This is an optimization exercise on Yosys and OpenROAD, whose aim is small area and a short achievable clock period, not a production implementation. Only simulation tests tie the RTL to the original design; equivalence was not proved. Power is estimated from default activity; no workload was simulated.

File: flow/config.mk
export PLATFORM = sky130hd
export DESIGN_NAME = zzcpu
export DESIGN_NICKNAME = zzcpu
export VERILOG_FILES = /design/flow/design.v
export SDC_FILE = /design/flow/constraint.sdc
export NUM_CORES = 4
export LEC_CHECK = 0
export CAP_MARGIN = 20
export CORE_MARGIN = 2
export CORE_UTILIZATION = 65
export CTS_BUF_LIST = sky130_fd_sc_hd__clkbuf_8 sky130_fd_sc_hd__clkbuf_16
export CTS_CLUSTER_DIAMETER = 60
export CTS_CLUSTER_SIZE = 20
export SLEW_MARGIN = 20
export SYNTH_HIERARCHICAL = 1
File: flow/constraint.sdc
create_clock -name core_clock -period 11.0 [get_ports {clk}]
set_input_delay 2.2000 -clock core_clock [delete_from_list [all_inputs] [get_ports {clk}]]
set_output_delay 2.2000 -clock core_clock [all_outputs]
set_load 0.01 [all_outputs]
File: flow/design.v
`timescale 1ns / 1ps
module zzcpu(
	input clk,
	input rst,
	output [15:0] light,
	output [17:0] Ram1Addr,
	input [15:0] Ram1Din,
	output [15:0] Ram1Dout,
	output Ram1Doe,
	output Ram1OE,
	output Ram1WE,
	output Ram1EN,
	output [17:0] Ram2Addr,
	input [15:0] Ram2Din,
	output [15:0] Ram2Dout,
	output Ram2Doe,
	output Ram2OE,
	output Ram2WE,
	output Ram2EN,
	input data_ready,
	input tbre,
	input tsre,
	output wrn,
	output rdn
    );
	localparam [15:0] NOP = 16'b0000100000000000;
	reg [15:0]  pc;
	reg         rflag;       
	reg         nolock;      
	reg [15:0]  p1l;         
	reg         plock;       
	reg [255:0] pt;          
	reg         pend_v;      
	reg [7:0]   pend_idx;
	reg [15:0]  ir;
	reg [3:0]   d_rA, d_rB;  
	reg         d_uA, d_uB, d_jump, d_branch;
	reg [1:0]   d_eqz;
	reg         e_we, e_ld, e_st;
	reg [3:0]   e_dst;
	reg [15:0]  e_a, e_b, e_m;
	reg         e_sat;
	reg         e_sub, e_and, e_or, e_sll, e_sra, e_eq, e_lt;
	reg         m_we, m_ld, m_st;
	reg [3:0]   m_dst;
	reg [15:0]  m_res, m_data;
	reg         m_z, m_ram2, m_u01;
	reg         m_ram2n;     
	reg         o_rdn, o_wrn, o_r1oe, o_r1we, o_r1en, o_r2oe, o_r2we;
	reg         w_we;
	reg [3:0]   w_dst;
	reg [15:0]  w_res;
	reg [15:0]  rf [0:11];
	reg [11:0]  zf;          
	reg [11:0]  vld;
	localparam SP = 4'b1000;
	localparam T = 4'b1001;
	localparam IH = 4'b1010;
	localparam RA = 4'b1011;
	localparam EPC = 4'b1100;
	localparam EMP_REG = 4'b1111;
	localparam ADD = 4'b0000;
	localparam AND = 4'b0001;
	localparam OR = 4'b0010;
	localparam SLL = 4'b0011;
	localparam SRL = 4'b0100;
	localparam SRA = 4'b0101;
	localparam SUB = 4'b0110;
	localparam EQUAL = 4'b0111;
	localparam LESS = 4'b1000;
	localparam MOVE = 4'b1001;
	localparam EMPTY = 4'b1111;
	localparam SRC_NULL = 3'b000;
	localparam r1_r2 = 3'b001;
	localparam r1_im = 3'b010;
	localparam r1_nu = 3'b011;
	localparam im_nu = 3'b100;
	localparam r2_r1 = 3'b101;
	localparam B_IMME = 2'b00;
	localparam EQU_ZERO = 2'b01;
	localparam NOT_EQU_ZERO = 2'b10;
	function [54:0] decf;
		input [15:0] PC;
		input [15:0] instruction;
		reg [3:0] ALU_OP_temp;
		reg [3:0] r_reg_A;
		reg [3:0] r_reg_B;
		reg [15:0] immediate;
		reg [2:0] ALU_SRC;
		reg [3:0] regsrc_A;
		reg [3:0] regsrc_B;
		reg [3:0] regsrc_sw;
		reg is_jump_temp;
		reg is_branch_temp;
		reg [1:0] eqz;
		reg mem_read_temp;
		reg mem_write_temp;
		reg REG_WRI_temp;
		reg [3:0] w_reg;
		reg MemToReg_temp;
	begin
		ALU_OP_temp = EMPTY;
		r_reg_A = EMP_REG;
		r_reg_B = EMP_REG;
		immediate = 16'h0000;
		ALU_SRC = SRC_NULL;
		regsrc_A = EMP_REG;
		regsrc_B = EMP_REG;
		regsrc_sw = EMP_REG;
		is_jump_temp = 1'b0;
		is_branch_temp = 1'b0;
		eqz = B_IMME;
		mem_read_temp = 1'b0;
		mem_write_temp = 1'b0;
		REG_WRI_temp = 1'b0;
		w_reg = EMP_REG;
		MemToReg_temp = 1'b0;
		case (instruction[15:11])
			5'b01001:begin 	 
				ALU_OP_temp = ADD;
				r_reg_A = {1'b0,instruction[10:8]};
				r_reg_B = EMP_REG;
				case(instruction[7])
					1'b1:begin immediate[15:0] = {8'b11111111,instruction[7:0]};end
					1'b0:begin immediate[15:0] = {8'b00000000,instruction[7:0]};end
				endcase
				ALU_SRC = r1_im;
				regsrc_A = {1'b0,instruction[10:8]};
				regsrc_B = EMP_REG;
				regsrc_sw = EMP_REG;
				is_jump_temp = 1'b0;
				is_branch_temp = 1'b0;
				mem_read_temp = 1'b0;
				mem_write_temp = 1'b0;
				REG_WRI_temp = 1'b1;
				w_reg = {1'b0,instruction[10:8]};
				MemToReg_temp = 1'b0;
			end
			5'b01000:begin 	 
				ALU_OP_temp = ADD;
				r_reg_A = {1'b0,instruction[10:8]};
				r_reg_B = EMP_REG;
				case(instruction[3])
					1'b1:begin immediate[15:0] = {12'b111111111111,instruction[3:0]};end
					1'b0:begin immediate[15:0] = {12'b000000000000,instruction[3:0]};end
				endcase
				ALU_SRC = r1_im;
				regsrc_A = {1'b0,instruction[10:8]};
				regsrc_B = EMP_REG;
				regsrc_sw = EMP_REG;
				is_jump_temp = 1'b0;
				is_branch_temp = 1'b0;
				mem_read_temp = 1'b0;
				mem_write_temp = 1'b0;
				REG_WRI_temp = 1'b1;
				w_reg = {1'b0,instruction[7:5]};
				MemToReg_temp = 1'b0;
			end
			5'b01100:begin 	 
				case(instruction[10:8])
					3'b011:begin	 
						ALU_OP_temp = ADD;
						r_reg_A = SP;
						r_reg_B = EMP_REG;
						case(instruction[7])
							1'b1:begin immediate[15:0] = {8'b11111111,instruction[7:0]};end
							1'b0:begin immediate[15:0] = {8'b00000000,instruction[7:0]};end
						endcase
						ALU_SRC = r1_im;
						regsrc_A = SP;
						regsrc_B = EMP_REG;
						regsrc_sw = EMP_REG;
						is_jump_temp = 1'b0;
						is_branch_temp = 1'b0;
						mem_read_temp = 1'b0;
						mem_write_temp = 1'b0;
						REG_WRI_temp = 1'b1;
						w_reg = SP;
						MemToReg_temp = 1'b0;
					end
					3'b000:begin	 
						ALU_OP_temp = EMPTY;
						r_reg_A = T;
						r_reg_B = EMP_REG;
						case(instruction[7])
							1'b1:begin immediate[15:0] = {8'b11111111,instruction[7:0]};end
							1'b0:begin immediate[15:0] = {8'b00000000,instruction[7:0]};end
						endcase
						ALU_SRC = SRC_NULL;
						regsrc_A = EMP_REG;
						regsrc_B = EMP_REG;
						regsrc_sw = EMP_REG;
						is_jump_temp = 1'b0;
						is_branch_temp = 1'b1;
						eqz = EQU_ZERO;
						mem_read_temp = 1'b0;
						mem_write_temp = 1'b0;
						REG_WRI_temp = 1'b0;
						w_reg = EMP_REG;
						MemToReg_temp = 1'b0;
					end
					3'b100:begin	 
						ALU_OP_temp = MOVE;
						r_reg_A = {1'b0,instruction[7:5]};
						r_reg_B = EMP_REG;
						immediate = 16'h0000;
						ALU_SRC = r1_nu;
						regsrc_A = {1'b0,instruction[7:5]};
						regsrc_B = EMP_REG;
						regsrc_sw = EMP_REG;
						is_jump_temp = 1'b0;
						is_branch_temp = 1'b0;
						mem_read_temp = 1'b0;
						mem_write_temp = 1'b0;
						REG_WRI_temp = 1'b1;
						w_reg = SP;
						MemToReg_temp = 1'b0;
					end
					3'b001:begin	 
						ALU_OP_temp = EMPTY;
						r_reg_A = T;
						r_reg_B = EMP_REG;
						case(instruction[7])
							1'b1:begin immediate[15:0] = {8'b11111111,instruction[7:0]};end
							1'b0:begin immediate[15:0] = {8'b00000000,instruction[7:0]};end
						endcase
						ALU_SRC = SRC_NULL;
						regsrc_A = EMP_REG;
						regsrc_B = EMP_REG;
						regsrc_sw = EMP_REG;
						eqz = NOT_EQU_ZERO;
						is_jump_temp = 1'b0;
						is_branch_temp = 1'b1;
						mem_read_temp = 1'b0;
						mem_write_temp = 1'b0;
						REG_WRI_temp = 1'b0;
						w_reg = EMP_REG;
						MemToReg_temp = 1'b0;
					end
					3'b010:begin	 
						ALU_OP_temp = ADD;
						r_reg_A = SP;
						r_reg_B = RA;
						case(instruction[7])
							1'b1:begin immediate[15:0] = {8'b11111111,instruction[7:0]};end
							1'b0:begin immediate[15:0] = {8'b00000000,instruction[7:0]};end
						endcase
						ALU_SRC = r1_im;
						regsrc_A = SP;
						regsrc_B = EMP_REG;
						regsrc_sw = RA;
						is_jump_temp = 1'b0;
						is_branch_temp = 1'b0;
						mem_read_temp = 1'b0;
						mem_write_temp = 1'b1;
						REG_WRI_temp = 1'b0;
						w_reg = EMP_REG;
						MemToReg_temp = 1'b0;
					end
				endcase
			end
			5'b11100:begin		 
				case(instruction[1:0])
					2'b01:begin		 
						ALU_OP_temp = ADD;
						r_reg_A = {1'b0,instruction[10:8]};
						r_reg_B = {1'b0,instruction[7:5]};
						immediate = 16'h0000;
						ALU_SRC = r1_r2;
						regsrc_A = {1'b0,instruction[10:8]};
						regsrc_B = {1'b0,instruction[7:5]};
						regsrc_sw = EMP_REG;
						is_jump_temp = 1'b0;
						is_branch_temp = 1'b0;
						mem_read_temp = 1'b0;
						mem_write_temp = 1'b0;
						REG_WRI_temp = 1'b1;
						w_reg = {1'b0,instruction[4:2]};
						MemToReg_temp = 1'b0;
					end
					2'b11:begin		 
						ALU_OP_temp = SUB;
						r_reg_A = {1'b0,instruction[10:8]};
						r_reg_B = {1'b0,instruction[7:5]};
						immediate = 16'h0000;
						ALU_SRC = r1_r2;
						regsrc_A = {1'b0,instruction[10:8]};
						regsrc_B = {1'b0,instruction[7:5]};
						regsrc_sw = EMP_REG;
						is_jump_temp = 1'b0;
						is_branch_temp = 1'b0;
						mem_read_temp = 1'b0;
						mem_write_temp = 1'b0;
						REG_WRI_temp = 1'b1;
						w_reg = {1'b0,instruction[4:2]};
						MemToReg_temp = 1'b0;
					end
				endcase
			end
			5'b00010:begin		 
				ALU_OP_temp = EMPTY;
				r_reg_A = EMP_REG;
				r_reg_B = EMP_REG;
				case(instruction[10])
					1'b1:begin immediate[15:0] = {5'b11111,instruction[10:0]};end
					1'b0:begin immediate[15:0] = {5'b00000,instruction[10:0]};end
				endcase
				ALU_SRC = SRC_NULL;
				regsrc_A = EMP_REG;
				regsrc_B = EMP_REG;
				regsrc_sw = EMP_REG;
				is_jump_temp = 1'b0;
				is_branch_temp = 1'b1;
				eqz = B_IMME;
				mem_read_temp = 1'b0;
				mem_write_temp = 1'b0;
				REG_WRI_temp = 1'b0;
				w_reg = EMP_REG;
				MemToReg_temp = 1'b0;
			end
			5'b00100:begin		 
				ALU_OP_temp = EMPTY;
				r_reg_A = {1'b0,instruction[10:8]};
				r_reg_B = EMP_REG;
				case(instruction[7])
					1'b1:begin immediate[15:0] = {8'b11111111,instruction[7:0]};end
					1'b0:begin immediate[15:0] = {8'b00000000,instruction[7:0]};end
				endcase
				ALU_SRC = SRC_NULL;
				regsrc_A = EMP_REG;
				regsrc_B = EMP_REG;
				regsrc_sw = EMP_REG;
				is_jump_temp = 1'b0;
				is_branch_temp = 1'b1;
				eqz = EQU_ZERO;
				mem_read_temp = 1'b0;
				mem_write_temp = 1'b0;
				REG_WRI_temp = 1'b0;
				w_reg = EMP_REG;
				MemToReg_temp = 1'b0;
			end
			5'b00101:begin		 
				ALU_OP_temp = EMPTY;
				r_reg_A = {1'b0,instruction[10:8]};
				r_reg_B = EMP_REG;
				case(instruction[7])
					1'b1:begin immediate[15:0] = {8'b11111111,instruction[7:0]};end
					1'b0:begin immediate[15:0] = {8'b00000000,instruction[7:0]};end
				endcase
				ALU_SRC = SRC_NULL;
				regsrc_A = EMP_REG;
				regsrc_B = EMP_REG;
				regsrc_sw = EMP_REG;
				is_jump_temp = 1'b0;
				is_branch_temp = 1'b1;
				eqz = NOT_EQU_ZERO;
				mem_read_temp = 1'b0;
				mem_write_temp = 1'b0;
				REG_WRI_temp = 1'b0;
				w_reg = EMP_REG;
				MemToReg_temp = 1'b0;
			end
			5'b11101:begin
				case(instruction[4:0])
					5'b01100:begin		 
						ALU_OP_temp = AND;
						r_reg_A = {1'b0,instruction[10:8]};
						r_reg_B = {1'b0,instruction[7:5]};
						immediate = 16'h0000;
						ALU_SRC = r1_r2;
						regsrc_A = {1'b0,instruction[10:8]};
						regsrc_B = {1'b0,instruction[7:5]};
						regsrc_sw = EMP_REG;
						is_jump_temp = 1'b0;
						is_branch_temp = 1'b0;
						mem_read_temp = 1'b0;
						mem_write_temp = 1'b0;
						REG_WRI_temp = 1'b1;
						w_reg = {1'b0,instruction[10:8]};
						MemToReg_temp = 1'b0;
					end
					5'b01010:begin		 
						ALU_OP_temp = EQUAL;
						r_reg_A = {1'b0,instruction[10:8]};
						r_reg_B = {1'b0,instruction[7:5]};
						immediate = 16'h0000;
						ALU_SRC = r1_r2;
						regsrc_A = {1'b0,instruction[10:8]};
						regsrc_B = {1'b0,instruction[7:5]};
						regsrc_sw = EMP_REG;
						is_jump_temp = 1'b0;
						is_branch_temp = 1'b0;
						mem_read_temp = 1'b0;
						mem_write_temp = 1'b0;
						REG_WRI_temp = 1'b1;
						w_reg = T;
						MemToReg_temp = 1'b0;
					end
					5'b00000:begin
						case(instruction[7:5])
							3'b000:begin		 
								ALU_OP_temp = EMPTY;
								r_reg_A = {1'b0,instruction[10:8]};
								r_reg_B = EMP_REG;
								immediate = 16'h0000;
								ALU_SRC = SRC_NULL;
								regsrc_A = EMP_REG;
								regsrc_B = EMP_REG;
								regsrc_sw = EMP_REG;
								is_jump_temp = 1'b1;
								is_branch_temp = 1'b0;
								mem_read_temp = 1'b0;
								mem_write_temp = 1'b0;
								REG_WRI_temp = 1'b0;
								w_reg = EMP_REG;
								MemToReg_temp = 1'b0;
							end
							3'b010:begin		 
								ALU_OP_temp = MOVE;
								r_reg_A = EMP_REG;
								r_reg_B = EMP_REG;
								immediate[15:0] = PC[15:0];
								ALU_SRC = im_nu;
								regsrc_A = EMP_REG;
								regsrc_B = EMP_REG;
								regsrc_sw = EMP_REG;
								is_jump_temp = 1'b0;
								is_branch_temp = 1'b0;
								mem_read_temp = 1'b0;
								mem_write_temp = 1'b0;
								REG_WRI_temp = 1'b1;
								w_reg = {1'b0,instruction[10:8]};
								MemToReg_temp = 1'b0;
							end
						endcase
					end
					5'b01101:begin		 
						ALU_OP_temp = OR;
						r_reg_A = {1'b0,instruction[10:8]};
						r_reg_B = {1'b0,instruction[7:5]};
						immediate = 16'h0000;
						ALU_SRC = r1_r2;
						regsrc_A = {1'b0,instruction[10:8]};
						regsrc_B = {1'b0,instruction[7:5]};
						regsrc_sw = EMP_REG;
						is_jump_temp = 1'b0;
						is_branch_temp = 1'b0;
						mem_read_temp = 1'b0;
						mem_write_temp = 1'b0;
						REG_WRI_temp = 1'b1;
						w_reg = {1'b0,instruction[10:8]};
						MemToReg_temp = 1'b0;
					end
					5'b00010:begin		 
						ALU_OP_temp = LESS;
						r_reg_A = {1'b0,instruction[10:8]};
						r_reg_B = {1'b0,instruction[7:5]};
						immediate = 16'h0000;
						ALU_SRC = r1_r2;
						regsrc_A = {1'b0,instruction[10:8]};
						regsrc_B = {1'b0,instruction[7:5]};
						regsrc_sw = EMP_REG;
						is_jump_temp = 1'b0;
						is_branch_temp = 1'b0;
						mem_read_temp = 1'b0;
						mem_write_temp = 1'b0;
						REG_WRI_temp = 1'b1;
						w_reg = T;
						MemToReg_temp = 1'b0;
					end
					5'b00111:begin		 
						ALU_OP_temp = SRA;
						r_reg_A = {1'b0,instruction[7:5]};
						r_reg_B = {1'b0,instruction[10:8]};
						immediate = 16'h0000;
						ALU_SRC = r1_r2;
						regsrc_A = {1'b0,instruction[7:5]};
						regsrc_B = {1'b0,instruction[10:8]};
						regsrc_sw = EMP_REG;
						is_jump_temp = 1'b0;
						is_branch_temp = 1'b0;
						mem_read_temp = 1'b0;
						mem_write_temp = 1'b0;
						REG_WRI_temp = 1'b1;
						w_reg = {1'b0,instruction[7:5]};
						MemToReg_temp = 1'b0;
					end
				endcase
			end
			5'b01101:begin		 
				ALU_OP_temp = MOVE;
				r_reg_A = EMP_REG;
				r_reg_B = EMP_REG;
				immediate[15:0] = {8'b00000000,instruction[7:0]};
				ALU_SRC = im_nu;
				regsrc_A = EMP_REG;
				regsrc_B = EMP_REG;
				regsrc_sw = EMP_REG;
				is_jump_temp = 1'b0;
				is_branch_temp = 1'b0;
				mem_read_temp = 1'b0;
				mem_write_temp = 1'b0;
				REG_WRI_temp = 1'b1;
				w_reg = {1'b0,instruction[10:8]};
				MemToReg_temp = 1'b0;
			end
			5'b10011:begin		 
				ALU_OP_temp = ADD;
				r_reg_A = {1'b0,instruction[10:8]};
				r_reg_B = EMP_REG;
				case(instruction[4])
					1'b1:begin immediate[15:0] = {11'b11111111111,instruction[4:0]};end
					1'b0:begin immediate[15:0] = {11'b00000000000,instruction[4:0]};end
				endcase
				ALU_SRC = r1_im;
				regsrc_A = {1'b0,instruction[10:8]};
				regsrc_B = EMP_REG;
				regsrc_sw = EMP_REG;
				is_jump_temp = 1'b0;
				is_branch_temp = 1'b0;
				mem_read_temp = 1'b1;
				mem_write_temp = 1'b0;
				REG_WRI_temp = 1'b1;
				w_reg = {1'b0,instruction[7:5]};
				MemToReg_temp = 1'b1;
			end
			5'b10010:begin		 
				ALU_OP_temp = ADD;
				r_reg_A = SP;
				r_reg_B = EMP_REG;
				case(instruction[7])
					1'b1:begin immediate[15:0] = {8'b11111111,instruction[7:0]};end
					1'b0:begin immediate[15:0] = {8'b00000000,instruction[7:0]};end
				endcase
				ALU_SRC = r1_im;
				regsrc_A = SP;
				regsrc_B = EMP_REG;
				regsrc_sw = EMP_REG;
				is_jump_temp = 1'b0;
				is_branch_temp = 1'b0;
				mem_read_temp = 1'b1;
				mem_write_temp = 1'b0;
				REG_WRI_temp = 1'b1;
				w_reg = {1'b0,instruction[10:8]};
				MemToReg_temp = 1'b1;
			end
			5'b11110:begin		 
				case(instruction[0])
					1'b0:begin		 
						ALU_OP_temp = MOVE;
						r_reg_A = IH;
						r_reg_B = EMP_REG;
						immediate = 16'h0000;
						ALU_SRC = r1_nu;
						regsrc_A = IH;
						regsrc_B = EMP_REG;
						regsrc_sw = EMP_REG;
						is_jump_temp = 1'b0;
						is_branch_temp = 1'b0;
						mem_read_temp = 1'b0;
						mem_write_temp = 1'b0;
						REG_WRI_temp = 1'b1;
						w_reg = {1'b0,instruction[10:8]};
						MemToReg_temp = 1'b0;
					end
					1'b1:begin		 
						ALU_OP_temp = MOVE;
						r_reg_A = {1'b0,instruction[10:8]};
						r_reg_B = EMP_REG;
						immediate = 16'h0000;
						ALU_SRC = r1_nu;
						regsrc_A = {1'b0,instruction[10:8]};
						regsrc_B = EMP_REG;
						regsrc_sw = EMP_REG;
						is_jump_temp = 1'b0;
						is_branch_temp = 1'b0;
						mem_read_temp = 1'b0;
						mem_write_temp = 1'b0;
						REG_WRI_temp = 1'b1;
						w_reg = IH;
						MemToReg_temp = 1'b0;
					end
				endcase
			end
			5'b00001:begin		 
				ALU_OP_temp = EMPTY;
				r_reg_A = EMP_REG;
				r_reg_B = EMP_REG;
				immediate = 16'h0000;
				ALU_SRC = SRC_NULL;
				regsrc_A = EMP_REG;
				regsrc_B = EMP_REG;
				regsrc_sw = EMP_REG;
				is_jump_temp = 1'b0;
				is_branch_temp = 1'b0;
				mem_read_temp = 1'b0;
				mem_write_temp = 1'b0;
				REG_WRI_temp = 1'b0;
				w_reg = EMP_REG;
				MemToReg_temp = 1'b0;
			end
			5'b00110:begin
				case(instruction[1:0])
				2'b00:begin		 
					ALU_OP_temp = SLL;
					r_reg_A = {1'b0,instruction[7:5]};
					r_reg_B = EMP_REG;
					if(instruction[4:2] == 3'b000)
					begin
						immediate[15:0] = 16'b0000000000001000;
					end
					else
					begin
						immediate[15:0] = {13'b0000000000000,instruction[4:2]};
					end
					ALU_SRC = r1_im;
					regsrc_A = {1'b0,instruction[7:5]};
					regsrc_B = EMP_REG;
					regsrc_sw = EMP_REG;
					is_jump_temp = 1'b0;
					is_branch_temp = 1'b0;
					mem_read_temp = 1'b0;
					mem_write_temp = 1'b0;
					REG_WRI_temp = 1'b1;
					w_reg = {1'b0,instruction[10:8]};
					MemToReg_temp = 1'b0;
				end
				2'b11:begin		 
					ALU_OP_temp = SRA;
					r_reg_A = {1'b0,instruction[7:5]};
					r_reg_B = EMP_REG;
					if(instruction[4:2] == 3'b000)
					begin
						immediate[15:0] = 16'b0000000000001000;
					end
					else
					begin
						immediate[15:0] = {13'b0000000000000,instruction[4:2]};
					end
					ALU_SRC = r1_im;
					regsrc_A = {1'b0,instruction[7:5]};
					regsrc_B = EMP_REG;
					regsrc_sw = EMP_REG;
					is_jump_temp = 1'b0;
					is_branch_temp = 1'b0;
					mem_read_temp = 1'b0;
					mem_write_temp = 1'b0;
					REG_WRI_temp = 1'b1;
					w_reg = {1'b0,instruction[10:8]};
					MemToReg_temp = 1'b0;
				end
				endcase
			end
			5'b11011:begin		 
				ALU_OP_temp = ADD;
				r_reg_A = {1'b0,instruction[10:8]};
				r_reg_B = {1'b0,instruction[7:5]};
				case(instruction[4])
					1'b1:begin immediate[15:0] = {11'b11111111111,instruction[4:0]};end
					1'b0:begin immediate[15:0] = {11'b00000000000,instruction[4:0]};end
				endcase
				ALU_SRC = r1_im;
				regsrc_A = {1'b0,instruction[10:8]};
				regsrc_B = EMP_REG;
				regsrc_sw = {1'b0,instruction[7:5]};
				is_jump_temp = 1'b0;
				is_branch_temp = 1'b0;
				mem_read_temp = 1'b0;
				mem_write_temp = 1'b1;
				REG_WRI_temp = 1'b0;
				w_reg = EMP_REG;
				MemToReg_temp = 1'b0;
			end
			5'b11010:begin		 
				ALU_OP_temp = ADD;
				r_reg_A = SP;
				r_reg_B = {1'b0,instruction[10:8]};
				case(instruction[7])
					1'b1:begin immediate[15:0] = {8'b11111111,instruction[7:0]};end
					1'b0:begin immediate[15:0] = {8'b00000000,instruction[7:0]};end
				endcase
				ALU_SRC = r1_im;
				regsrc_A = SP;
				regsrc_B = EMP_REG;
				regsrc_sw = {1'b0,instruction[10:8]};
				is_jump_temp = 1'b0;
				is_branch_temp = 1'b0;
				mem_read_temp = 1'b0;
				mem_write_temp = 1'b1;
				REG_WRI_temp = 1'b0;
				w_reg = EMP_REG;
				MemToReg_temp = 1'b0;
			end
			5'b01110:begin		 
				ALU_OP_temp = EQUAL;
				r_reg_A = {1'b0,instruction[10:8]};
				r_reg_B = EMP_REG;
				case(instruction[7])
					1'b1:begin immediate[15:0] = {8'b11111111,instruction[7:0]};end
					1'b0:begin immediate[15:0] = {8'b00000000,instruction[7:0]};end
				endcase
				ALU_SRC = r1_im;
				regsrc_A = {1'b0,instruction[10:8]};
				regsrc_B = EMP_REG;
				regsrc_sw = EMP_REG;
				is_jump_temp = 1'b0;
				is_branch_temp = 1'b0;
				mem_read_temp = 1'b0;
				mem_write_temp = 1'b0;
				REG_WRI_temp = 1'b1;
				w_reg = T;
				MemToReg_temp = 1'b0;
			end
			5'b11111:begin		 
				ALU_OP_temp = EMPTY;
				case(instruction[3:0])
				4'b1111:begin
					r_reg_A = EPC;
				end
				4'b0000:begin
					r_reg_A = IH;
				end
				endcase
				r_reg_B = EMP_REG;
				immediate = 16'h0000;
				ALU_SRC = SRC_NULL;
				regsrc_A = EMP_REG;
				regsrc_B = EMP_REG;
				regsrc_sw = EMP_REG;
				is_jump_temp = 1'b1;
				is_branch_temp = 1'b0;
				mem_read_temp = 1'b0;
				mem_write_temp = 1'b0;
				REG_WRI_temp = 1'b0;
				w_reg = EMP_REG;
				MemToReg_temp = 1'b0;
			end
			default:begin		
				ALU_OP_temp = EMPTY;
				r_reg_A = EMP_REG;
				r_reg_B = EMP_REG;
				immediate = 16'h0000;
				ALU_SRC = SRC_NULL;
				regsrc_A = EMP_REG;
				regsrc_B = EMP_REG;
				regsrc_sw = EMP_REG;
				is_jump_temp = 1'b0;
				is_branch_temp = 1'b0;
				mem_read_temp = 1'b0;
				mem_write_temp = 1'b0;
				REG_WRI_temp = 1'b0;
				w_reg = EMP_REG;
				MemToReg_temp = 1'b0;
			end
		endcase
		decf = {ALU_OP_temp, r_reg_A, r_reg_B, immediate, ALU_SRC, regsrc_A, regsrc_B, regsrc_sw, is_jump_temp, is_branch_temp, eqz, mem_read_temp, mem_write_temp, REG_WRI_temp, w_reg, MemToReg_temp};
	end
	endfunction
	wire [3:0]  f_rA, f_rB, f_sA, f_sB, f_sW;
	wire        f_jump, f_branch;
	wire [1:0]  f_eqz;
	wire [54:0] fdec = decf(16'h0000, Ram2Din);
	assign f_rA = fdec[50:47];
	assign f_rB = fdec[46:43];
	assign f_sA = fdec[23:20];
	assign f_sB = fdec[19:16];
	assign f_sW = fdec[15:12];
	assign f_jump = fdec[11];
	assign f_branch = fdec[10];
	assign f_eqz = fdec[9:8];
	wire [3:0]  wdst;
	wire [15:0] imm;
	wire [2:0]  alusrc;
	wire        dec_ld, dec_st, dec_we;
	wire [3:0]  aluop;
	wire [54:0] ddec = decf(p1l, ir);
	assign aluop = ddec[54:51];
	assign imm = ddec[42:27];
	assign alusrc = ddec[26:24];
	assign dec_ld = ddec[7];
	assign dec_st = ddec[6];
	assign dec_we = ddec[5];
	assign wdst = ddec[4:1];
	wire [15:0] bx = e_b ^ {16{e_sub}};
	wire [16:0] sum1 = {e_a, 1'b1} + {bx, e_sub};
	wire [15:0] sum = sum1[16:1];
	wire        ne = |(e_a ^ e_b);
	wire        lt = (e_a[15] ^ e_b[15]) ? e_a[15] : sum[15];
	wire [15:0] shl = e_a << e_b[3:0];
	wire [3:0]  sa = e_sat ? 4'd15 : e_b[3:0];
	wire [15:0] shr = $signed(e_a) >>> sa;
	wire        other = e_and | e_or | e_sll | e_sra | e_eq | e_lt;
	wire [15:0] ores = ({16{e_and}} & (e_a & e_b))
	                 | ({16{e_or}}  & (e_a | e_b))
	                 | ({16{e_sll}} & shl)
	                 | ({16{e_sra}} & shr)
	                 | {15'd0, (e_eq & ne) | (e_lt & lt)};
	wire [15:0] alu = other ? ores : sum;
	wire [15:0] kp = e_a ^ bx;
	wire [15:0] kg = e_a | bx;
	wire        zsum = (kp == {kg[14:0], e_sub});
	wire [15:0] mask_l = 16'hFFFF >> e_b[3:0];
	wire [15:0] mask_r = 16'hFFFF << sa;
	wire        alu_z = (e_and & ~|(e_a & e_b))
	                  | (e_or  & ~|(e_a | e_b))
	                  | (e_sll & ~|(e_a & mask_l))
	                  | (e_sra & ~|(e_a & mask_r))
	                  | (e_eq  & ~ne)
	                  | (e_lt  & ~lt)
	                  | (~other & zsum);
	wire        x_acc  = e_ld | e_st;
	function eqk;
		input [15:0] k;
		reg [15:0] c;
		begin
			c = k ^ kp;      
			eqk = (c == {e_a[14:0] & bx[14:0] | (kp[14:0] & c[14:0]), e_sub});
		end
	endfunction
	wire        x_u00  = eqk(16'hbf00);
	wire        x_u01  = eqk(16'hbf01);
	wire        x_ram2 = ~sum[15] & x_acc;
	wire        x_ram1 = sum[15] & ~x_u00 & ~x_u01;
	wire [15:0] memres = m_ram2 ? Ram2Din :
	                     (m_u01 ? {14'd0, data_ready, tbre & tsre} : Ram1Din);
	wire [15:0] res_next = m_ld ? memres : m_res;
	assign rdn      = o_rdn;
	assign wrn      = o_wrn;
	assign Ram1OE   = o_r1oe;
	assign Ram1WE   = o_r1we;
	assign Ram1EN   = o_r1en;
	assign Ram1Doe  = m_st;
	assign Ram1Dout = m_data;
	assign Ram1Addr = {2'b00, m_res};
	assign Ram2OE   = o_r2oe;
	assign Ram2WE   = o_r2we;
	assign Ram2EN   = 1'b0;
	assign Ram2Doe  = o_r2oe;
	assign Ram2Dout = m_data;
	assign Ram2Addr = {2'b00, (m_ram2n ? pc : m_res)};
	function [15:0] rfrd;
		input [3:0] a;
		begin
			if (a[3:2] == 2'b11)
				rfrd = 16'h0000;
			else if (w_we && (w_dst == a))
				rfrd = w_res;
			else
				rfrd = vld[a] ? rf[a] : 16'h0000;
		end
	endfunction
	wire        fa_ex  = e_we && (e_dst == d_rA);
	wire        fa_mem = m_we && (m_dst == d_rA);
	wire        fb_ex  = e_we && (e_dst == d_rB);
	wire        fb_mem = m_we && (m_dst == d_rB);
	wire [15:0] rfa = rfrd(d_rA);
	wire [15:0] rfb = rfrd(d_rB);
	wire [15:0] jrA  = fa_ex ? alu : (fa_mem ? m_res : rfa);
	wire [15:0] valA = (fa_mem && !fa_ex && m_ld) ? memres : jrA;
	wire [15:0] valB = (fb_mem && !fb_ex && m_ld) ? memres :
	                   (fb_ex ? alu : (fb_mem ? m_res : rfb));
	wire        memres_hi = m_ram2 ? |Ram2Din[15:4] : (!m_u01 && |Ram1Din[15:4]);
	wire        hiB_or = (fb_mem && !fb_ex && m_ld) ? memres_hi :
	                     (fb_ex ? |alu[15:4] : (fb_mem ? |m_res[15:4] : |rfb[15:4]));
	wire        w_z = ~|w_res;
	wire        zrfa = (d_rA[3:2] == 2'b11) ? 1'b1 :
	                   ((w_we && (w_dst == d_rA)) ? w_z : (~vld[d_rA] | zf[d_rA]));
	wire        zrest = fa_mem ? m_z : zrfa;
	wire conflictLW  = e_ld && ((d_uA && (d_rA == e_dst)) || (d_uB && (d_rB == e_dst)));
	wire conflictJRB = (d_branch || d_jump) && m_ld && (d_rA == m_dst);
	wire stall = conflictLW || m_ram2 || conflictJRB;
	wire ifb1 = (d_eqz == 2'b00) || (d_eqz == 2'b01);
	wire ifb0 = (d_eqz == 2'b00) || (d_eqz == 2'b10);
	wire pw1 = !stall && (d_branch ? (plock ^ ifb1) : plock);
	wire pw0 = !stall && (d_branch ? (plock ^ ifb0) : plock);
	wire pwr = zrest ? pw1 : pw0;
	wire pw = fa_ex ? (alu_z ? pw1 : pw0) : pwr;
	wire [15:0] pcplus1 = pc + 16'd1;
	wire [15:0] iext = (ir[15:11] == 5'b00010) ? {{5{ir[10]}}, ir[10:0]}
	                                          : {{8{ir[7]}}, ir[7:0]};
	wire [15:0] pil = nolock ? 16'h0000 : (p1l + iext);
	wire        pt_raw = pt[pc[7:0]] ^ (pend_v && (pend_idx == pc[7:0]));
	wire        pres = pt_raw ^ (pw && (p1l[7:0] == pcplus1[7:0]));
	wire        pc_en = !stall && !rflag;
	wire [15:0] pc_other = !pc_en ? pc : (d_jump ? jrA : (pw ? (plock ? p1l : pil) : pcplus1));
	wire        sel_imm = pc_en && !d_jump && !pw && pt_raw;
	wire [15:0] pc_d;
	zz_ifnext _ifnext(.d(Ram2Din), .p1(pcplus1), .other(pc_other), .sel(sel_imm), .pc_d(pc_d));
	assign light = {pc[7:0], ir[7:0]};
	always @(posedge clk or negedge rst) begin
		if (!rst)
			pc <= 16'h0000;
		else
			pc <= pc_d;
	end
	always @(posedge clk or negedge rst) begin
		if (!rst) begin
			rflag <= 1'b1;
			nolock <= 1'b1;
			p1l <= 16'h0001;
			plock <= 1'b0;
		end else if (!stall) begin
			if (rflag) begin
				rflag <= 1'b0;
			end else begin
				nolock <= 1'b0;
				p1l <= pcplus1;
				plock <= pres;
			end
		end
	end
	always @(posedge clk or negedge rst) begin
		if (!rst) begin
			pt <= 256'd0;
			pend_v <= 1'b0;
		end else begin
			if (pend_v)
				pt <= pt ^ ({255'd0, 1'b1} << pend_idx);
			pend_v <= pw;
		end
	end
	always @(posedge clk) begin
		pend_idx <= p1l[7:0] - 8'd1;
	end
	always @(posedge clk or negedge rst) begin
		if (!rst) begin
			ir <= NOP;
			d_rA <= 4'hF;
			d_rB <= 4'hF;
			d_uA <= 1'b0;
			d_uB <= 1'b0;
			d_jump <= 1'b0;
			d_branch <= 1'b0;
			d_eqz <= 2'b00;
		end else if (!stall) begin
			if (pw || d_jump) begin
				ir <= NOP;
				d_rA <= 4'hF;
				d_rB <= 4'hF;
				d_uA <= 1'b0;
				d_uB <= 1'b0;
				d_jump <= 1'b0;
				d_branch <= 1'b0;
				d_eqz <= 2'b00;
			end else begin
				ir <= Ram2Din;
				d_rA <= f_rA;
				d_rB <= f_rB;
				d_uA <= (f_sA != 4'hF);
				d_uB <= (f_sB != 4'hF) || (f_sW != 4'hF);
				d_jump <= f_jump;
				d_branch <= f_branch;
				d_eqz <= f_eqz;
			end
		end
	end
	always @(posedge clk or negedge rst) begin
		if (!rst) begin
			e_we <= 1'b0;
			e_ld <= 1'b0;
			e_st <= 1'b0;
			m_we <= 1'b0;
			m_ld <= 1'b0;
			m_st <= 1'b0;
			m_ram2 <= 1'b0;
			m_ram2n <= 1'b1;
			o_rdn <= 1'b1;
			o_wrn <= 1'b1;
			o_r1oe <= 1'b0;
			o_r1we <= 1'b1;
			o_r1en <= 1'b1;
			o_r2oe <= 1'b0;
			o_r2we <= 1'b1;
			w_we <= 1'b0;
		end else begin
			e_we <= !stall && dec_we;
			e_ld <= !stall && dec_ld;
			e_st <= !stall && dec_st;
			m_we <= e_we;
			m_ld <= e_ld;
			m_st <= e_st;
			m_ram2 <= x_ram2;
			m_ram2n <= !x_ram2;
			o_rdn <= !(x_u00 && e_ld);
			o_wrn <= !(x_u00 && e_st);
			o_r1oe <= x_ram1 && e_st;
			o_r1we <= !(x_ram1 && e_st);
			o_r1en <= !(x_ram1 && x_acc);
			o_r2oe <= x_ram2 && e_st;
			o_r2we <= !(x_ram2 && e_st);
			w_we <= m_we;
		end
	end
	wire [15:0] bsel = (alusrc == 3'b001) ? valB : imm;
	always @(posedge clk) begin
		e_dst <= wdst;
		e_a <= valA;
		e_b <= bsel;
		e_sat <= (alusrc == 3'b001) ? hiB_or : |imm[15:4];
		e_m <= valB;
		e_sub <= (aluop == 4'b0110) || (aluop == 4'b1000);
		e_and <= (aluop == 4'b0001);
		e_or  <= (aluop == 4'b0010);
		e_sll <= (aluop == 4'b0011);
		e_sra <= (aluop == 4'b0101);
		e_eq  <= (aluop == 4'b0111);
		e_lt  <= (aluop == 4'b1000);
		m_dst <= e_dst;
		m_res <= alu;
		m_data <= e_m;
		m_z <= alu_z;
		m_u01 <= x_u01;
		w_dst <= m_dst;
		w_res <= res_next;
	end
	always @(posedge clk or negedge rst) begin
		if (!rst)
			vld <= 12'd0;
		else if (w_we && (w_dst[3:2] != 2'b11))
			vld[w_dst] <= 1'b1;
	end
	always @(posedge clk) begin
		if (w_we && (w_dst[3:2] != 2'b11)) begin
			rf[w_dst] <= w_res;
			zf[w_dst] <= w_z;
		end
	end
endmodule
module zz_ifnext(
	input  [15:0] d,         
	input  [15:0] p1,        
	input  [15:0] other,     
	input         sel,
	output [15:0] pc_d
    );
	function [8:0] ks8;
		input [7:0] a, b;
		input ci;
		reg [7:0] g, p, gg, pp;
		integer i, st;
		begin
			g = a & b;
			p = a ^ b;
			g[0] = g[0] | (p[0] & ci);
			gg = g;
			pp = p;
			for (st = 1; st < 8; st = st * 2)
				for (i = 7; i >= st; i = i - 1) begin
					gg[i] = gg[i] | (pp[i] & gg[i - st]);
					pp[i] = pp[i] & pp[i - st];
				end
			ks8 = {gg[7], p ^ {gg[6:0], ci}};
		end
	endfunction
	wire        f_isB = (d[15:11] == 5'b00010);
	wire [8:0]  lo = ks8(p1[7:0], d[7:0], 1'b0);
	wire [7:0]  h = p1[15:8];
	wire [7:0]  hm1 = h - 8'd1;
	wire [7:0]  hp1 = h + 8'd1;
	wire [7:0]  e3 = {{5{d[10]}}, d[10:8]};
	wire [8:0]  hB0 = ks8(h, e3, 1'b0);
	wire [8:0]  hB1 = ks8(h, e3, 1'b1);
	wire [7:0]  hic1 = f_isB ? hB1[7:0] : (d[7] ? h : hp1);
	wire [7:0]  hic0 = f_isB ? hB0[7:0] : (d[7] ? hm1 : h);
	assign pc_d = sel ? {(lo[8] ? hic1 : hic0), lo[7:0]} : other;
endmodule
File: flow/flow/run.sh
#!/bin/bash
set -euo pipefail
bash standard.sh SETUP_SLACK_MARGIN=7.5 'BUFFER_PORTS_ARGS=-buffer_cell sky130_fd_sc_hd__buf_2' finish > standard_flow.log 2>&1
File: flow/standard.sh
#!/bin/bash
# synth_recipe.tcl (not shown) runs the flow's synth.tcl, then flattens the netlist and writes it again
# the make line also repeats each setting of config.mk as NAME=value (left out here)
make -C /OpenROAD-flow-scripts/flow DESIGN_CONFIG=/design/flow/config.mk WORK_HOME=/design/flow/orfs CLKGATE_MAP_FILE= SYNTH_SCRIPT=/design/flow/synth_recipe.tcl "${@:-finish}"
==> out/summary.txt, run 1 <==
=====================================================================================
Status ................................................................. finished clean
Drt total wl ...........................................................   144,000 um
CTS H-Tree Depth .......................................................            2
Crit-path max FO .......................................................            6
Worst voltage drop across the vdd grid .................................       225 uV
Number of fill cells ...................................................        3,857
Total power consumption of the routed design ...........................      15.3 mW
DIE AREA ...............................................................  0.0636 mm^2
Number of standard cells in the final layout excluding fillers .........        4,777
Count of nets left with antenna violations after detail routing ........            0
Class of the most critical setup path .................................. register to register
Clock root buffer master ...............................................    clkbuf_16
Synthesized flop and latch total .......................................          680
Minimum clock period after layout ......................................      4180 ps
Worst slack, placed ....................................................      5330 ps
Cell family with the largest share of critical-path delay .............. simple AND/OR/NAND/NOR gates
Slowest cell on the critical path ......................................        or4_4
Final-layout setup total negative slack ................................         0 ps
1st-iter DRT viols .....................................................        5,101
Async S/R FF share, synth ..............................................        51.5%
Via count ..............................................................       34,054
Pins over their slew limit .............................................            0
Crit path DAT ..........................................................      4760 ps
Count of port buffers added during placement ...........................          125
Tightest slew margin relative to the limit .............................        20.2%
Most frequent standard cell in the layout excluding fill and tap cells .       nor2_1
CTS Hold Bufs ..........................................................            0
Detail-routed net length per standard cell .............................      30.1 um
Critical Path End Type .................................................     register
Final hold violation count .............................................            0
Commonest register cell after synthesis ................................      dfrtp_1
Post-Syn Area per Cell .................................................    10.4 um^2
DPL Wire Length ........................................................    96,800 um
Average via count per standard cell ....................................         7.13
1st-pass router iterations .............................................            9
Proportion of synthesized chip area in sequential cells ................        43.6%
Cell count after synthesis .............................................        3,837
Number of antenna violations at the first check in global routing ......            9
CTS tree ...............................................................        built
Number of sinks on the clock net .......................................          680
Number of buffer and inverter instances along the worst setup path .....            3
Highest-count cells in the layout ignoring fill and taps ............... nor2_1 (393), nand2_1 (382), dfrtp_1 (314)
Net count of the finished layout .......................................        4,117
Leakage dissipation ....................................................      19.8 nW
Worst-margin pin slew ..................................................      1190 ps
Worst stage delay on the critical path .................................       560 ps
Remaining Overflow, GRT ................................................            0
Number of buffers created by CTS .......................................           49
Placed cell count ......................................................        4,516
Height of the chip .....................................................       252 um
Final number of setup-violating endpoints ..............................            0
Final RePlAce weighted congestion ......................................         1.02
Startpoint Class .......................................................     register
CTS clock-pin slew for the worst setup and hold paths ..................        80 ps
Post-route worst setup slack ...........................................      6820 ps
Share of layout cells above drive strength 1 ...........................        23.5%
Area Overhead vs Synth .................................................        16.2%
Post-synth cell types ..................................................           95
Aggregate global-route resource usage ..................................        44.7%
Cell breakdown of the critical path .................................... inv_1 > ha_1 > nor4_2 > and4_1 > nand2_1 > o211ai_1 > a31oi_2 > o2111ai_4 > nor2_4 > a222oi_1 > buf_4 > buf_6 > o221ai_4 > or4_4 > o32a_1
Area of the core .......................................................  0.0606 mm^2
Via count of the first global-routing pass .............................       33,415
Max clock buf depth ....................................................            3
Highest achievable clock rate ..........................................      239 MHz
Synth Warn # ...........................................................            8
Number of top-level pins ...............................................          131
Areal power density over the cells .....................................  328 mW/mm^2
FP Rows ................................................................           90
Max-capacitance violation count ........................................            0
Insertion delay of the later-clocked pin in the worst-skew pair ........       640 ps
Clock skew after layout ................................................      33.6 ps
Effective utilization at floorplan .....................................        66.1%
Setup repair after global routing missed its margin ....................         true
Count of flip-flops with a built-in enable after synthesis .............          204
Worst EP required ......................................................    11,570 ps
Die span in x ..........................................................       252 um
First-pass GRT wire length .............................................   212,000 um
Post-route clock period utilization ....................................        38.0%
Synth Cell Area ........................................................  0.0400 mm^2
DRC violation count after routing ......................................            0
Tightest Hold Check Type ............................................... register to register
Pin count of the biggest net entering global routing ...................          146
=====================================================================================
[registers in the layout, indices dropped and copies added, names as in the netlist, 8 cells and up]
register and count:
rf 192, vld 12, w_res 16, e_b 16, p1l 16, e_m 16, e_a 16, m_data 16
pend_idx 8, ir 16, zf 12, pt 256, m_res 16, pc 16
[per-module statistics from Yosys (local to each module, per instance)]
module     cell area, um^2  cells  copies in the design  flops+latches
zz_ifnext             1400    186                     1              0
zzcpu                38600   3651                     1            680
[power by group]
| group | internal (mW) | switching, mW | leakage [nW] |
|---|---|---|---|
| logic | 3.88 | 4.93 | 11.5 |
| registers | 3.43 | 1.17 | 7.55 |
| clock network | 0.877 | 0.989 | 0.814 |
| total | 8.19 | 7.09 | 19.8 |
[synth_stat cells (all sizes together) (33+ instances only)]
cell type / n / area (um^2)
o21ai: 174 / 875
dfxtp: 126 / 2520
a22o: 40 / 350
mux2i: 126 / 1260
xor2: 259 / 2270
nor3: 50 / 250
nand2: 390 / 1460
clkbuf: 195 / 732
a21oi: 174 / 871
nor2: 409 / 1540
mux2: 40 / 450
buf: 87 / 546
edfxtp: 204 / 6130
nand2b: 36 / 225
dfrtp: 332 / 8310
mux4: 170 / 3840
ha: 116 / 1450
inv: 117 / 439
xnor2: 140 / 1230
nand3: 72 / 360
nor4: 42 / 263
nor2b: 33 / 206
[final cells by class]
class                           count  area (um^2)  share of cell area [%]
Multi-Input combinational cell   2763        22600                    48.6
Sequential cell                   680        17500                    37.7
Timing Repair Buffer              342         3330                    7.16
Clock buffer                       52         1280                    2.75
Tap cell                          782          978                    2.10
Inverter                          117          469                    1.01
Clock inverter                     35          297                   0.638
Antenna cell                        6         15.0                  0.0323
[kinds of logic (layout without fill, tap and decap cells)]
| logic type | after synthesis | after routing | share of synthesized area (%) |
|---|---|---|---|
| flops | 680 | 680 | 43.6 |
| mux | 336 | 336 | 13.9 |
| compound gates | 724 | 724 | 12.2 |
| fa+ha+maj | 128 | 128 | 4.20 |
| other cells | 1 | 11 | 0.00937 |
| simple gates | 1170 | 1171 | 13.1 |
| buf+inv | 399 | 546 | 4.29 |
| xor+xnor | 399 | 399 | 8.73 |
[worst paths after layout]
check | startpoint | to | slack, ps | cells past startpoint
setup reg to reg | e_a[0]$_DFF_P_ | d_rA[3]$_DFFE_PN1P_ | 6820 | 15
hold reg to reg | e_m[8]$_DFF_P_ | m_data[8]$_DFF_P_ | 330 | 0
min in group asynchronous | rst | pt[71]$_DFFE_PN0P_ | 1580 | 1
setup / recovery | e_a[0]$_DFF_P_ | d_rA[3]$_DFFE_PN1P_ | 6820 | 15
max in group asynchronous | rst | pt[176]$_DFFE_PN0P_ | 7860 | 3
hold / removal | e_m[8]$_DFF_P_ | m_data[8]$_DFF_P_ | 330 | 0
[per-stage QoR]
step | utilization [%] | instance area (um^2) | hold slack [ps]
finish | 76.8 | 46500 | 332
global route | 76.7 | 46500 | 334
CTS | 75.0 | 45500 | 331
detailed placement | 67.8 | 41000 | 312
global placement | 67.8 | 41000 | 310
floorplan | - | 40500 | 310
[repair_timing]
item,in CTS,in global routing
setup endpoints to repair,240,199
buffers inserted,108,43
cloned,13,4
resized for setup,360,117
pin swaps,81,60
[layer usage]
metal  track usage [%]  vias to the layer above  part of all wire [%]
li1                  -                    14012                     -
met1              56.6                    16656                    35
met2              68.5                     2687                    45
met3              11.4                      687                    12
met4              29.2                       12                   8.0
met5                 0                        -                 0.075
==> run 2, diff against run 1 <==
--- a/flow/design.v
+++ b/flow/design.v
@@ -47,4 +47,5 @@
 	reg         m_z, m_ram2, m_u01;
 	reg         m_ram2n;     
+	reg         m_ram2h;     
 	reg         o_rdn, o_wrn, o_r1oe, o_r1we, o_r1en, o_r2oe, o_r2we;
 	reg         w_we;
@@ -838,5 +839,5 @@
 	assign Ram2Doe  = o_r2oe;
 	assign Ram2Dout = m_data;
-	assign Ram2Addr = {2'b00, (m_ram2n ? pc : m_res)};
+	assign Ram2Addr = {2'b00, (m_ram2h ? pc[15:8] : m_res[15:8]), (m_ram2n ? pc[7:0] : m_res[7:0])};
 	function [15:0] rfrd;
 		input [3:0] a;
@@ -872,6 +873,6 @@
 	wire ifb1 = (d_eqz == 2'b00) || (d_eqz == 2'b01);
 	wire ifb0 = (d_eqz == 2'b00) || (d_eqz == 2'b10);
-	wire pw1 = !stall && (d_branch ? (plock ^ ifb1) : plock);
-	wire pw0 = !stall && (d_branch ? (plock ^ ifb0) : plock);
+	wire pw1 = !stall && !rflag && (d_branch ? (plock ^ ifb1) : plock);
+	wire pw0 = !stall && !rflag && (d_branch ? (plock ^ ifb0) : plock);
 	wire pwr = zrest ? pw1 : pw0;
 	wire pw = fa_ex ? (alu_z ? pw1 : pw0) : pwr;
@@ -883,8 +884,10 @@
 	wire        pres = pt_raw ^ (pw && (p1l[7:0] == pcplus1[7:0]));
 	wire        pc_en = !stall && !rflag;
-	wire [15:0] pc_other = !pc_en ? pc : (d_jump ? jrA : (pw ? (plock ? p1l : pil) : pcplus1));
-	wire        sel_imm = pc_en && !d_jump && !pw && pt_raw;
-	wire [15:0] pc_d;
-	zz_ifnext _ifnext(.d(Ram2Din), .p1(pcplus1), .other(pc_other), .sel(sel_imm), .pc_d(pc_d));
+	wire [15:0] pc_other = !pc_en ? pc : (d_jump ? jrA : pcplus1);
+	wire        sel_imm = pc_en && !d_jump && pt_raw;
+	wire [15:0] pc_nopw;
+	zz_ifnext _ifnext(.d(Ram2Din), .p1(pcplus1), .other(pc_other), .sel(sel_imm), .pc_d(pc_nopw));
+	wire [15:0] pc_pw = d_jump ? jrA : (plock ? p1l : pil);
+	wire [15:0] pc_d = pw ? pc_pw : pc_nopw;
 	assign light = {pc[7:0], ir[7:0]};
 	always @(posedge clk or negedge rst) begin
@@ -933,6 +936,15 @@
 			d_branch <= 1'b0;
 			d_eqz <= 2'b00;
+		end else if (pw) begin
+			ir <= NOP;
+			d_rA <= 4'hF;
+			d_rB <= 4'hF;
+			d_uA <= 1'b0;
+			d_uB <= 1'b0;
+			d_jump <= 1'b0;
+			d_branch <= 1'b0;
+			d_eqz <= 2'b00;
 		end else if (!stall) begin
-			if (pw || d_jump) begin
+			if (d_jump) begin
 				ir <= NOP;
 				d_rA <= 4'hF;
@@ -965,4 +977,5 @@
 			m_ram2 <= 1'b0;
 			m_ram2n <= 1'b1;
+			m_ram2h <= 1'b1;
 			o_rdn <= 1'b1;
 			o_wrn <= 1'b1;
@@ -982,4 +995,5 @@
 			m_ram2 <= x_ram2;
 			m_ram2n <= !x_ram2;
+			m_ram2h <= sum[15] | !x_acc;
 			o_rdn <= !(x_u00 && e_ld);
 			o_wrn <= !(x_u00 && e_st);
==> flow/flow/run.sh (replaced) <==
#!/bin/bash
set -euo pipefail
bash standard.sh SETUP_SLACK_MARGIN=7.0 'BUFFER_PORTS_ARGS=-buffer_cell sky130_fd_sc_hd__buf_2' finish > standard_flow.log 2>&1
==> run 2 against run 1 <==
Still clean. Total power is 5.0% lower. Combinational power is 7.5% lower. Global-route usage is 0.37 points higher. Non-clock buffer count is 28 lower. Sequential cell count stayed put. Worst setup slack better by 4.4 ps. Final cell count is 3.6% higher. Fmax is 0.10% higher. Via count is 3.8% higher. Clock power is 3% higher. Largest power group unchanged.
==> out/summary.txt, run 2 <==
=====================================================================================
Status ................................................................. finished clean
Count of flip-flops with a built-in enable after synthesis .............          204   unchanged
Count of cells along the worst register-to-register path ...............           18   +3
Detail-routed net length per standard cell .............................      29.8 um   -0.91%
Post-Syn Area per Cell .................................................    10.2 um^2   -2.0%
CTS clock-pin slew for the worst setup and hold paths ..................        90 ps   about the same
Minimum clock period after layout ......................................      4180 ps   -4.37 ps
Cell type with the highest aggregate area in the netlist ...............      dfrtp_1
Startpoint Class .......................................................     register
Setup repair after global routing missed its margin ....................         true
Worst EP required ......................................................      8800 ps   -2770 ps
Net switching fraction of the power ....................................        46.3%   -0.052 points
Pin count of the biggest net entering global routing ...................           87   -40%
Final hold violation count .............................................            0   unchanged
Number of sinks on the clock net .......................................          680   unchanged
Worst slack, placed ....................................................      5550 ps   +214 ps
Most used standard cell by instance count after synthesis ..............      nand2_1
Highest-count cells in the layout ignoring fill and taps ............... nand2_1 (433), nor2_1 (355), dfrtp_1 (322)
Aggregate global-route resource usage ..................................        45.0%   +0.37 points
Max clock buf depth ....................................................            3   unchanged
Register name with the most flops ......................................           pt
Largest register FFs ...................................................          256   unchanged
Async S/R FF share, synth ..............................................        51.5%   unchanged
Crit-path max FO .......................................................            5   -1
Effective utilization at floorplan .....................................        66.0%   -0.081 points
Start point of the worst min-delay path ................................ e_m[1]$_DFF_P_
Post-route clock period utilization ....................................        38.0%   -0.040 points
Proportion of synthesized chip area in sequential cells ................        42.7%   -0.90 points
Synth Warn # ...........................................................            8   unchanged
Most frequent cells after synthesis .................................... nand2_1 (435), nor2_1 (367), dfrtp_1 (332)
FP Rows ................................................................           91   +1.1%
DPL Wire Length ........................................................    99,000 um   +2.2%
Leakage dissipation ....................................................      19.7 nW   -0.70%
Cell breakdown of the critical path .................................... buf_12 > mux2_4 > buf_6
Average via count per standard cell ....................................         7.14   +0.14%
Comb power frac ........................................................        56.2%   -1.5 points
Finished Cell Area .....................................................  0.0463 mm^2   -0.35%
Crit path DAT ..........................................................      1980 ps   -2780 ps
Share of layout cells above drive strength 1 ...........................        20.9%   -2.6 points
Post-route worst setup slack ...........................................      6820 ps   +4.37 ps
Area of the core .......................................................  0.0619 mm^2   +2.2%
Pins over their slew limit .............................................            0   unchanged
Final RePlAce weighted congestion ......................................         1.02   +0.25%
Final cell utilization of the core .....................................        74.8%   -1.9 points
Clock root buffer master ...............................................    clkbuf_16
Synthesized flop and latch total .......................................          680   unchanged
Most frequent standard cell in the layout excluding fill and tap cells .      nand2_1
Worst-margin pin slew ..................................................      1140 ps   -50.7 ps
Power spent charging and discharging nets ..............................      6.73 mW   -5.1%
Proportion of power drawn by the clock network .........................        13.3%   +1.1 points
1st-pass router iterations .............................................           10   +1
Height of the chip .....................................................       255 um   +1.0%
Remaining Overflow, GRT ................................................            0   unchanged
Yosys top cell area share ..............................................        20.3%   -0.43 points
Sequential fraction of design power ....................................        30.5%   +0.4 points
Number of antenna violations at the first check in global routing ......            9   unchanged
Cell count after synthesis .............................................        3,999   +4.2%
Insertion delay of the later-clocked pin in the worst-skew pair ........       650 ps   about the same
CTS H-Tree Depth .......................................................            2   unchanged
Synth Cell Area ........................................................  0.0409 mm^2   +2.1%
Die span in x ..........................................................       255 um   +1.0%
Tightest Hold Check Type ............................................... register to register
Largest registers ...................................................... pt: 256 flops, rf: 192 flops
Power Internal .........................................................      7.79 mW   -4.9%
Net count of the finished layout .......................................        4,233   +2.8%
Count of port buffers added during placement ...........................          125   unchanged
Top area cells in the synthesized netlist .............................. dfrtp_1 (20%), edfxtp_1 (15%), mux4_2 (9.0%), dfxtp_1 (6.2%), xor2_1 (4.5%)
1st-iter DRT viols .....................................................        5,252   +3.0%
Number of top-level pins ...............................................          131   unchanged
Hold Path Stages .......................................................            0   unchanged
Tightest slew margin relative to the limit .............................        23.7%   +3.5 points
Worst voltage drop across the vdd grid .................................       219 uV   -2.6%
Final number of setup-violating endpoints ..............................            0   unchanged
Area Overhead vs Synth .................................................        13.4%
Via count ..............................................................       35,335   +3.8%
Clock skew after layout ................................................      41.1 ps   +7.54 ps
Worst stage delay on the critical path .................................       690 ps   +130 ps
Drt total wl ...........................................................   148,000 um   +2.7%
Launch point of the worst reg-to-reg path .............................. e_b[0]$_DFF_P_
Highest achievable clock rate ..........................................      239 MHz   +0.10%
DIE AREA ...............................................................  0.0649 mm^2   +2.1%
Reg-to-Reg End ......................................................... pc[14]$_DFF_PN0_
CTS Hold Bufs ..........................................................            0   unchanged
Setup slack, reg-to-reg ................................................      6870 ps   +50 ps
Via count of the first global-routing pass .............................       34,284   +2.6%
Number of buffers created by CTS .......................................           49   unchanged
Commonest register cell after synthesis ................................      dfrtp_1
First-pass GRT wire length .............................................   217,000 um   +2.3%
Total placed instance area .............................................  0.0419 mm^2   +2.1%
DRC violation count after routing ......................................            0   unchanged
Final-layout setup total negative slack ................................         0 ps   unchanged
Number of fill cells ...................................................        4,185   +8.5%
Class of the most critical setup path .................................. register to output port
Areal power density over the cells .....................................  313 mW/mm^2   -4.6%
Post-synth cell types ..................................................           98   +3.2%
Max-capacitance violation count ........................................            0   unchanged
Slowest cell on the critical path ......................................      dfstp_4
Hold worst-path end .................................................... m_data[1]$_DFF_P_
CTS tree ...............................................................        built
Count of nets left with antenna violations after detail routing ........            0   unchanged
Critical Path End Type .................................................  output port
=====================================================================================
## run 2: cell type report
type / instances / area, um^2 / area share [%]
clock inverter: 36 / 350 / 0.756
inverter: 130 / 504 / 1.09
timing repair buffer: 314 / 2810 / 6.06
antenna: 6 / 15.0 / 0.0324
clock buffer: 54 / 1310 / 2.82
tap: 837 / 1050 / 2.26
multi-input combinational: 2893 / 22800 / 49.2
sequential: 680 / 17500 / 37.8
## run 2: worst max path at each step
stage                     slack (ps)               end              start  depth (start not counted)
after global placement          5610   pc[1]$_DFF_PN0_    pc[0]$_DFF_PN0_                         11
final                           6820       Ram2Addr[1]  m_ram2n$_DFF_PN1_                          3
after detailed placement        5550   pc[1]$_DFF_PN0_    pc[0]$_DFF_PN0_                         11
after floorplan                 6450  pc[12]$_DFF_PN0_         Ram2Din[0]                          9
after CTS                       6830       Ram2Addr[1]  m_ram2n$_DFF_PN1_                          3
after global routing            6810  pc[14]$_DFF_PN0_      e_sub$_DFF_P_                         18
## run 2: worst max-delay path, delay by kind of cell, from the launching register on
kind / cells / cell delay [ps]
buf+inv: 2 / 300
flops: 1 / 690
mux: 1 / 340
## run 2: cell families (layout without fill, tap and decap cells)
kind of cell	after synthesis	after routing	share of synthesized area, %
AOI/OAI and AO/OA	797	798	13.0
xor gates and xnor gates	400	400	8.57
adders and majority gates	128	128	4.12
buffers and inverters	433	534	4.54
DFF	680	680	42.7
muxes	333	333	13.4
other	1	11	0.00918
and+or+nand+nor	1227	1229	13.7
## run 2: per-module statistics from Yosys (local to each module, per instance)
module     cells inside  flops+latches  area, um^2  copies in the design
zzcpu              3813            680       39500                     1
zz_ifnext           186              0        1400                     1
## run 2: metal layers
metal	part of all wire (%)	vias to the layer above	global-route usage [%]
met4	8.4	6	30.5
met5	0.024	-	0
met3	13	737	11.5
met1	34	17027	56.3
met2	45	3032	69.3
li1	-	14533	-
## run 2: timing repair
action / in CTS / in global routing
cloned: 14 / 1
buffers inserted: 50 / 59
gates resized for setup: 208 / 110
pin swaps: 27 / 38
endpoints found under the setup margin: 89 / 60
## run 2: power groups by stage
| stage | Sequential, mW | Clock, mW | Combinational, mW |
|---|---|---|---|
| final | 4.43 | 1.93 | 8.16 |
| after global routing | 4.46 | 2.01 | 8.54 |
| after CTS | 4.36 | 1.93 | 7.38 |
| after detailed placement | 4.43 | 0 | 6.51 |
| after global placement | 4.39 | 0 | 6.39 |
| after floorplan | 3.81 | 0 | 4.96 |
## run 2: through the flow
step / total power [mW] / instances / hold slack [ps]
floorplan: 8.77 / 4003 / 310
global placement: 10.8 / 4729 / 310
detailed placement: 10.9 / 4729 / 312
CTS: 13.7 / 4883 / 326
global route: 15.0 / 4946 / 328
finish: 14.5 / 4950 / 327
==> run 3, diff against run 2 <==
--- a/flow/design.v
+++ b/flow/design.v
@@ -39,5 +39,6 @@
 	reg         e_we, e_ld, e_st;
 	reg [3:0]   e_dst;
-	reg [15:0]  e_a, e_b, e_m;
+	reg [15:0]  e_a, e_m;
+	reg [15:0]  e_b;         
 	reg         e_sat;
 	reg         e_sub, e_and, e_or, e_sll, e_sra, e_eq, e_lt;
@@ -783,9 +784,9 @@
 	assign dec_we = ddec[5];
 	assign wdst = ddec[4:1];
-	wire [15:0] bx = e_b ^ {16{e_sub}};
+	wire [15:0] bx = e_b;
 	wire [16:0] sum1 = {e_a, 1'b1} + {bx, e_sub};
 	wire [15:0] sum = sum1[16:1];
 	wire        ne = |(e_a ^ e_b);
-	wire        lt = (e_a[15] ^ e_b[15]) ? e_a[15] : sum[15];
+	wire        lt = (e_a[15] == e_b[15]) ? e_a[15] : sum[15];
 	wire [15:0] shl = e_a << e_b[3:0];
 	wire [3:0]  sa = e_sat ? 4'd15 : e_b[3:0];
@@ -1010,5 +1011,5 @@
 		e_dst <= wdst;
 		e_a <= valA;
-		e_b <= bsel;
+		e_b <= bsel ^ {16{(aluop == 4'b0110) || (aluop == 4'b1000)}};
 		e_sat <= (alusrc == 3'b001) ? hiB_or : |imm[15:4];
 		e_m <= valB;
==> run 3 against run 2 <==
Fmax grew 1.5%. Clock skew grew 13 ps. Critical path depth is the same. Non-clock buffer count shrank 23. Sequential power grew 2%. Worst hold slack gained 3.7 ps. Synthesized area shrank 1.0%. Clock power shrank 4%. Largest power group unchanged.
==> out/summary.txt, run 3 <==
================================================================================
Async S/R FF share, synth .........................................        51.5%   unchanged
DIE AREA ..........................................................  0.0642 mm^2   -1.0%
Register name with the most flops .................................           pt
Number of fill cells ..............................................        4,280   +2.3%
Max-capacitance violation count ...................................            0   unchanged
Crit path DAT .....................................................      1920 ps   -60 ps
Minimum clock period after layout .................................      4120 ps   -62.6 ps
Proportion of synthesized chip area in sequential cells ...........        43.1%   +0.44 points
Crit. Startpoint .................................................. m_ram2n$_DFF_PN1_
1st-iter DRT viols ................................................        4,962   -5.5%
Top area cells in the synthesized netlist ......................... dfrtp_1 (21%), edfxtp_1 (15%), mux4_2 (9.6%), dfxtp_1 (6.2%), xor2_1 (4.4%)
Leakage dissipation ...............................................      19.1 nW   -3.2%
Max clock buf depth ...............................................            3   unchanged
Final number of setup-violating endpoints .........................            0   unchanged
Final-layout setup total negative slack ...........................         0 ps   unchanged
Area of the core ..................................................  0.0616 mm^2   -0.55%
Insertion delay of the later-clocked pin in the worst-skew pair ...       650 ps   about the same
Critical Path End Type ............................................  output port
Worst Hold Slack ..................................................       331 ps   +3.71 ps
Post-route clock period utilization ...............................        37.4%   -0.57 points
DPL Wire Length ...................................................    95,800 um   -3.2%
Via count .........................................................       34,036   -3.7%
Areal power density over the cells ................................  317 mW/mm^2   +1.1%
Setup slack, reg-to-reg ...........................................      6930 ps   +60 ps
FP Rows ...........................................................           91   unchanged
Count of nets left with antenna violations after detail routing ...            0   unchanged
Tightest Hold Check Type .......................................... register to register
Aggregate global-route resource usage .............................        43.4%   -1.6 points
Yosys top cell area share .........................................        20.5%   +0.21 points
Reg-to-Reg End .................................................... pc[12]$_DFF_PN0_
Detail-routed net length per standard cell ........................      29.4 um   -1.7%
Crit-path max FO ..................................................            7   +2
First-pass GRT wire length ........................................   208,000 um   -4.0%
Worst voltage drop across the vdd grid ............................       209 uV   -4.8%
Highest-count cells in the layout ignoring fill and taps .......... nand2_1 (443), nor2_1 (378), dfrtp_1 (324)
Die span in x .....................................................       253 um   -0.50%
Final RePlAce weighted congestion .................................         1.03   +0.54%
Post-Syn Area per Cell ............................................    10.3 um^2   +0.85%
Status ............................................................ finished clean
Net count of the finished layout ..................................        4,116   -2.8%
CTS clock-pin slew for the worst setup and hold paths .............        70 ps   -20 ps
Number of antenna violations at the first check in global routing .           11   +2
Pin count of the biggest net entering global routing ..............          128   +47%
Clock root buffer master ..........................................    clkbuf_16
Highest achievable clock rate .....................................      243 MHz   +1.5%
Post-route worst setup slack ......................................      6880 ps   +62.6 ps
Cell count after synthesis ........................................        3,925   -1.9%
DRC violation count after routing .................................            0   unchanged
Startpoint Class ..................................................     register
================================================================================
## run 3: cell types whose count changed after synthesis, sizes merged, moves of 15 or more
| cell | previous run | this run |
|---|---|---|
| o21ai | 210 | 171 |
| ha | 117 | 91 |
| mux2i | 104 | 127 |
| nand2 | 435 | 457 |
| a221o | 28 | 8 |
| nor2 | 368 | 388 |
| a211oi | 31 | 14 |
| o211ai | 39 | 22 |
| nand3 | 75 | 59 |
| and3 | 29 | 14 |
## run 3: area by class of cell
class                           instances  area share, %
Sequential cell                       680           38.7
Clock buffer                           52           2.83
Timing Repair Buffer                  291           5.63
Antenna cell                            5         0.0276
Tap cell                              837           2.31
Inverter                              127           1.11
Clock inverter                         38          0.677
Multi-Input combinational cell       2827           48.7
## run 3: worst min-delay path by stage
stage | start | end | cells after the start
CTS | e_m[5]$_DFF_P_ | m_data[5]$_DFF_P_ | 0
global placement | e_m[14]$_DFF_P_ | m_data[14]$_DFF_P_ | 0
floorplan | e_m[0]$_DFF_P_ | m_data[0]$_DFF_P_ | 0
detailed placement | e_m[5]$_DFF_P_ | m_data[5]$_DFF_P_ | 0
global route | e_m[5]$_DFF_P_ | m_data[5]$_DFF_P_ | 0
finish | e_m[1]$_DFF_P_ | m_data[1]$_DFF_P_ | 0
## run 3: cell families after synthesis
kind of cell	after synthesis	synth area share, %
AO/OA/AOI/OAI	738	12.3
XOR/XNOR	398	8.62
adder cells (fa/ha/maj)	104	3.43
buffers and inverters	424	4.57
flip-flops	680	43.1
multiplexers	356	14.3
other	1	0.00927
AND/OR/NAND/NOR	1224	13.6
## run 3: power breakdown
group	switching [mW]	internal [mW]
clock network	0.984	0.871
logic	4.64	3.33
registers	1.09	3.42
total	6.71	7.63
## run 3: repair_timing
item                       4_1_cts  5_1_grt
gates cloned                     7        5
pin swaps                       21       19
setup buffers                   67       38
setup endpoints to repair      108       71
resized for setup              200      118
## run 3: metal layers
layer / vias up / share of wire [%] / global-route usage (%)
li1: 14183 / - / -
met1: 16639 / 35 / 55.1
met2: 2570 / 45 / 67.8
met3: 626 / 12 / 10.3
met4: 18 / 7.7 / 26.7
met5: - / 0.082 / 0
## run 3: critical path, cell delays in order (launching register included)
cell     delay, ps
dfstp_4        670
buf_12         160
mux2_4         320
buf_6          150
## run 3: stage by stage
step                      area, um^2  std cells  power (mW)
after floorplan                40500       3929        8.98
after global placement         41300       4643        11.0
after detailed placement       41300       4644        11.2
after CTS                      44300       4808        13.6
after global routing           45300       4853        14.9
final                          45300       4857        14.3
## run 3: Yosys stat by module, one instance, submodules excluded
module / flops+latches / copies in the design
zzcpu: 680 / 1
zz_ifnext: 0 / 1

## port drivers added, routing unchanged
Ports are ideal in the flow. The routed layouts listed here were re-timed in OpenROAD.
Step 1: set_driving_cell puts a clkbuf_16 on clk and a buf_2 on each other input, an assumption about the parent block.
Step 2 times the ports against the registers' clock, not the clock port: input delays grow and output delays shrink by t, the midpoint of the rising clock arrivals with the driver on.
Three values: ideal, step 1, step 2; two values: the first two.
run	shift t [ns]	setup WS [ns]	hold WS [ns]	cell pins on the clock port's net
run 1	0.693	6.815 / 6.751 / 6.303	0.332 / 0.332 / 0.332	1
run 2	0.693	6.820 / 6.753 / 6.176	0.327 / 0.327 / 0.327	1
run 3	0.692	6.882 / 6.816 / 6.217	0.331 / 0.331 / 0.331	1
After both steps setup and hold are still met in every run listed. The setup slack of run 3, which loses most, moves by -0.066 ns with the drivers and by -0.665 ns with both steps.
